What follows belongs to an exercise in optimizing a design on an open flow for small area, a short achievable clock period and few clock cycles per item; a production flow would make more cautious choices.
The RTL was checked by simulation tests, not by an equivalence proof against the original design.

==> flow/design.v <==
module SelectionSort_custom_SIMD_instruction (clk, reset,
	in_v, rd, vrd1, vrd2,
		in_data, in_vdata1, in_vdata2,
	out_v, out_rd, out_vrd1, out_vrd2,
		out_data, out_vdata1, out_vdata2);
	input clk, reset;
	input in_v;
	input [4:0] rd;
	input [2:0] vrd1, vrd2;
	input [32-1:0] in_data;
	input [256-1:0] in_vdata1, in_vdata2;
	output out_v;
	output [4:0] out_rd;
	output [2:0] out_vrd1, out_vrd2;
	output [32-1:0] out_data;
	output [256-1:0] out_vdata1, out_vdata2;
	function [1:0] gp_tree;   
		input [31:0] a, b;
		input integer w;
		reg [31:0] g, p;
		integer n, k;
		begin
			g = a & ~b;
			p = a | ~b;
			for (n = 32; n > 1; n = n / 2)
				if (n <= w)
					for (k = 0; k < n / 2; k = k + 1) begin
						g[k] = g[2*k+1] | (p[2*k+1] & g[2*k]);
						p[k] = p[2*k+1] & p[2*k];
					end
			gp_tree = {g[0], p[0]};
		end
	endfunction
	function [7:0] onehot_count7;
		input [6:0] b;
		reg [3:0] ea; reg [4:0] eb; integer i, j;
		begin
			ea[0] = ~b[0] & ~b[1] & ~b[2];
			ea[1] = (b[0] & ~b[1] & ~b[2]) | (~b[0] & b[1] & ~b[2]) | (~b[0] & ~b[1] & b[2]);
			ea[2] = (b[0] & b[1] & ~b[2]) | (b[0] & ~b[1] & b[2]) | (~b[0] & b[1] & b[2]);
			ea[3] = b[0] & b[1] & b[2];
			eb[0] = ~b[3] & ~b[4] & ~b[5] & ~b[6];
			eb[4] = b[3] & b[4] & b[5] & b[6];
			eb[1] = (b[3] ^ b[4]) & ~b[5] & ~b[6] | ~b[3] & ~b[4] & (b[5] ^ b[6]);
			eb[3] = (b[3] ^ b[4]) & b[5] & b[6] | b[3] & b[4] & (b[5] ^ b[6]);
			eb[2] = (b[3] & b[4] & ~b[5] & ~b[6]) | (~b[3] & ~b[4] & b[5] & b[6]) | ((b[3] ^ b[4]) & (b[5] ^ b[6]));
			onehot_count7 = 8'd0;
			for (i = 0; i < 4; i = i + 1)
				for (j = 0; j < 5; j = j + 1)
					onehot_count7[i+j] = onehot_count7[i+j] | (ea[i] & eb[j]);
		end
	endfunction
	reg v1, v2;
	reg [10:0] t1, t2;
	always @(posedge clk) begin
		if (reset) begin
			v1 <= 1'b0; v2 <= 1'b0;
		end else begin
			v1 <= in_v; v2 <= v1;
		end
		t1 <= {rd, vrd1, vrd2};
		t2 <= t1;
	end
	assign out_v = v2;
	assign {out_rd, out_vrd1, out_vrd2} = t2;
	assign out_data = 32'd0;
	assign out_vdata2 = {256{1'b0}};
	integer i, j, k;
	reg [7:0] g [0:7];
	reg [1:0] gp;
	always @(posedge clk) begin
		for (i = 0; i < 8; i = i + 1)
			for (j = 0; j < 8; j = j + 1)
				if (i < j) begin
					gp = gp_tree(in_vdata1[32*i +: 32], in_vdata1[32*j +: 32], 32);
					g[i][j] <= gp[1];
				end else
					g[i][j] <= 1'b0;
	end
	reg [255:0] d1;
	always @(posedge clk) d1 <= in_vdata1;
	reg [6:0] prec [0:7];
	reg [7:0] rank1h [0:7];
	always @* begin
		for (i = 0; i < 8; i = i + 1)
			for (j = 0; j < 8; j = j + 1)
				if (j < i)
					prec[i][j] = ~g[j][i];
				else if (j > i)
					prec[i][j-1] = g[i][j];
	end
	always @* begin
		for (i = 0; i < 8; i = i + 1)
			rank1h[i] = onehot_count7(prec[i]);
	end
	reg [255:0] sel_out, dout;
	integer p;
	always @* begin
		sel_out = 256'd0;
		for (p = 0; p < 8; p = p + 1)
			for (i = 0; i < 8; i = i + 1)
				sel_out[32*p +: 32] = sel_out[32*p +: 32] | (d1[32*i +: 32] & {32{rank1h[i][p]}});
	end
	always @(posedge clk) dout <= sel_out;
	assign out_vdata1 = dout;
endmodule
==> flow/flow/run.sh <==
#!/bin/bash
# Layout flow: the standard layout (standard.sh), with two changes:
#  - synthesis maps with ABC's plain "map" (flow/abc_area.script) instead of "map -B 0.9";
#    the rest of ORFS's scripts are used as they are (copied to scripts_abc/);
#  - the ports are buffered by sky130_fd_sc_hd__buf_2 cells.
set -euo pipefail
rm -rf scripts_abc
mkdir scripts_abc
cp -r "$FLOW_HOME/scripts/." scripts_abc/
cp flow/abc_area.script scripts_abc/abc_area.script
SCRIPTS_DIR="$PWD/scripts_abc" bash standard.sh synth > standard_synth.log 2>&1
export BUFFER_PORTS_ARGS="-buffer_cell sky130_fd_sc_hd__buf_2"
bash standard.sh > standard_finish.log 2>&1
==> flow/flow/abc_area.script <==
strash
dch
map
topo
stime -c
buffer -c
upsize -c
dnsize -c
==> flow/standard.sh <==
#!/bin/bash
# synth_recipe.tcl (not shown) runs the flow's synth.tcl, then flattens the netlist and writes it again
# the make line also repeats each setting of config.mk as NAME=value (left out here)
make -C /OpenROAD-flow-scripts/flow DESIGN_CONFIG=/design/flow/config.mk WORK_HOME=/design/flow/orfs CLKGATE_MAP_FILE= SYNTH_SCRIPT=/design/flow/synth_recipe.tcl "${@:-finish}"
==> flow/config.mk <==
export PLATFORM = sky130hd
export DESIGN_NAME = SelectionSort_custom_SIMD_instruction
export DESIGN_NICKNAME = SelectionSort_custom_SIMD_instruction
export VERILOG_FILES = /design/flow/design.v
export SDC_FILE = /design/flow/constraint.sdc
export NUM_CORES = 4
export LEC_CHECK = 0
export ABC_AREA = 1
export CAP_MARGIN = 20
export CORE_MARGIN = 2
export CORE_UTILIZATION = 45
export CTS_CLUSTER_DIAMETER = 100
export CTS_CLUSTER_SIZE = 30
export SETUP_SLACK_MARGIN = 2.5
export SLEW_MARGIN = 20
==> flow/constraint.sdc <==
create_clock -name core_clock -period 4.5 [get_ports {clk}]
set_input_delay 0.9000 -clock core_clock [delete_from_list [all_inputs] [get_ports {clk}]]
set_output_delay 0.9000 -clock core_clock [all_outputs]
set_load 0.01 [all_outputs]
==> results.txt <==
outcome=stopped before the end; last stage reached=I/O pin placement; error msg=[ERROR PPL-0024] Number of IO pins (1114) exceeds maximum number of available positions (1110). Increase the die perimeter from 1230.74um to 1515.04um.; Gate Count Post-Synth=5847; yosys warns=4; Post-Syn Area=0.0415 mm²; starting density of the core=45.3%; Chip Width=308 µm; FP Rows=111; post-synthesis sequential area ratio=27.2%; EDFF count, synth=0; Die Ht=308 µm; synth unique cells=52; Top FF cell, synth=dfxtp_1; Avg Cell Area, Syn=7.10 µm²; Seq cells post-synth=564; ys async rst share=0%
## cell usage after synthesis, drive strengths merged, types with 3 or more instances
| cell type | n | area [µm²] |
|---|---|---|
| a32oi | 21 | 184 |
| clkbuf | 398 | 1510 |
| o221a | 18 | 203 |
| a2bb2oi | 3 | 26.3 |
| a21oi | 196 | 981 |
| ha | 16 | 200 |
| dfxtp | 564 | 11300 |
| nand3 | 120 | 601 |
| nor3 | 33 | 175 |
| nand2b | 30 | 188 |
| or3 | 6 | 37.5 |
| a31oi | 83 | 519 |
| nand4 | 388 | 2430 |
| o221ai | 27 | 243 |
| o2bb2ai | 68 | 596 |
| inv | 311 | 1170 |
| o2111a | 4 | 45.0 |
| a221oi | 29 | 254 |
| nand2 | 783 | 2940 |
| o22ai | 236 | 1480 |
| buf | 549 | 3270 |
| nor4 | 5 | 31.3 |
| o2111ai | 80 | 701 |
| o211ai | 87 | 668 |
| a22oi | 1071 | 8040 |
| nand3b | 8 | 60.1 |
| nor2 | 281 | 1060 |
| clkinv | 28 | 105 |
| o21bai | 108 | 811 |
| nor2b | 27 | 169 |
| o21a | 3 | 22.5 |
| nor3b | 33 | 253 |
| or3b | 17 | 149 |
| o21ai | 207 | 1040 |
## cell families after synthesis
| logic type | Yosys count | synth area share, % |
|---|---|---|
| compound gates | 2247 | 38.2 |
| simple gates | 1733 | 19.5 |
| buf+inv | 1286 | 14.6 |
| flops | 564 | 27.2 |
| fa+ha+maj | 16 | 0.482 |
| other cells | 1 | 0.00904 |
Testbench counts, summed over its fixed seeds: cycles 32,008, vectors 32,000.
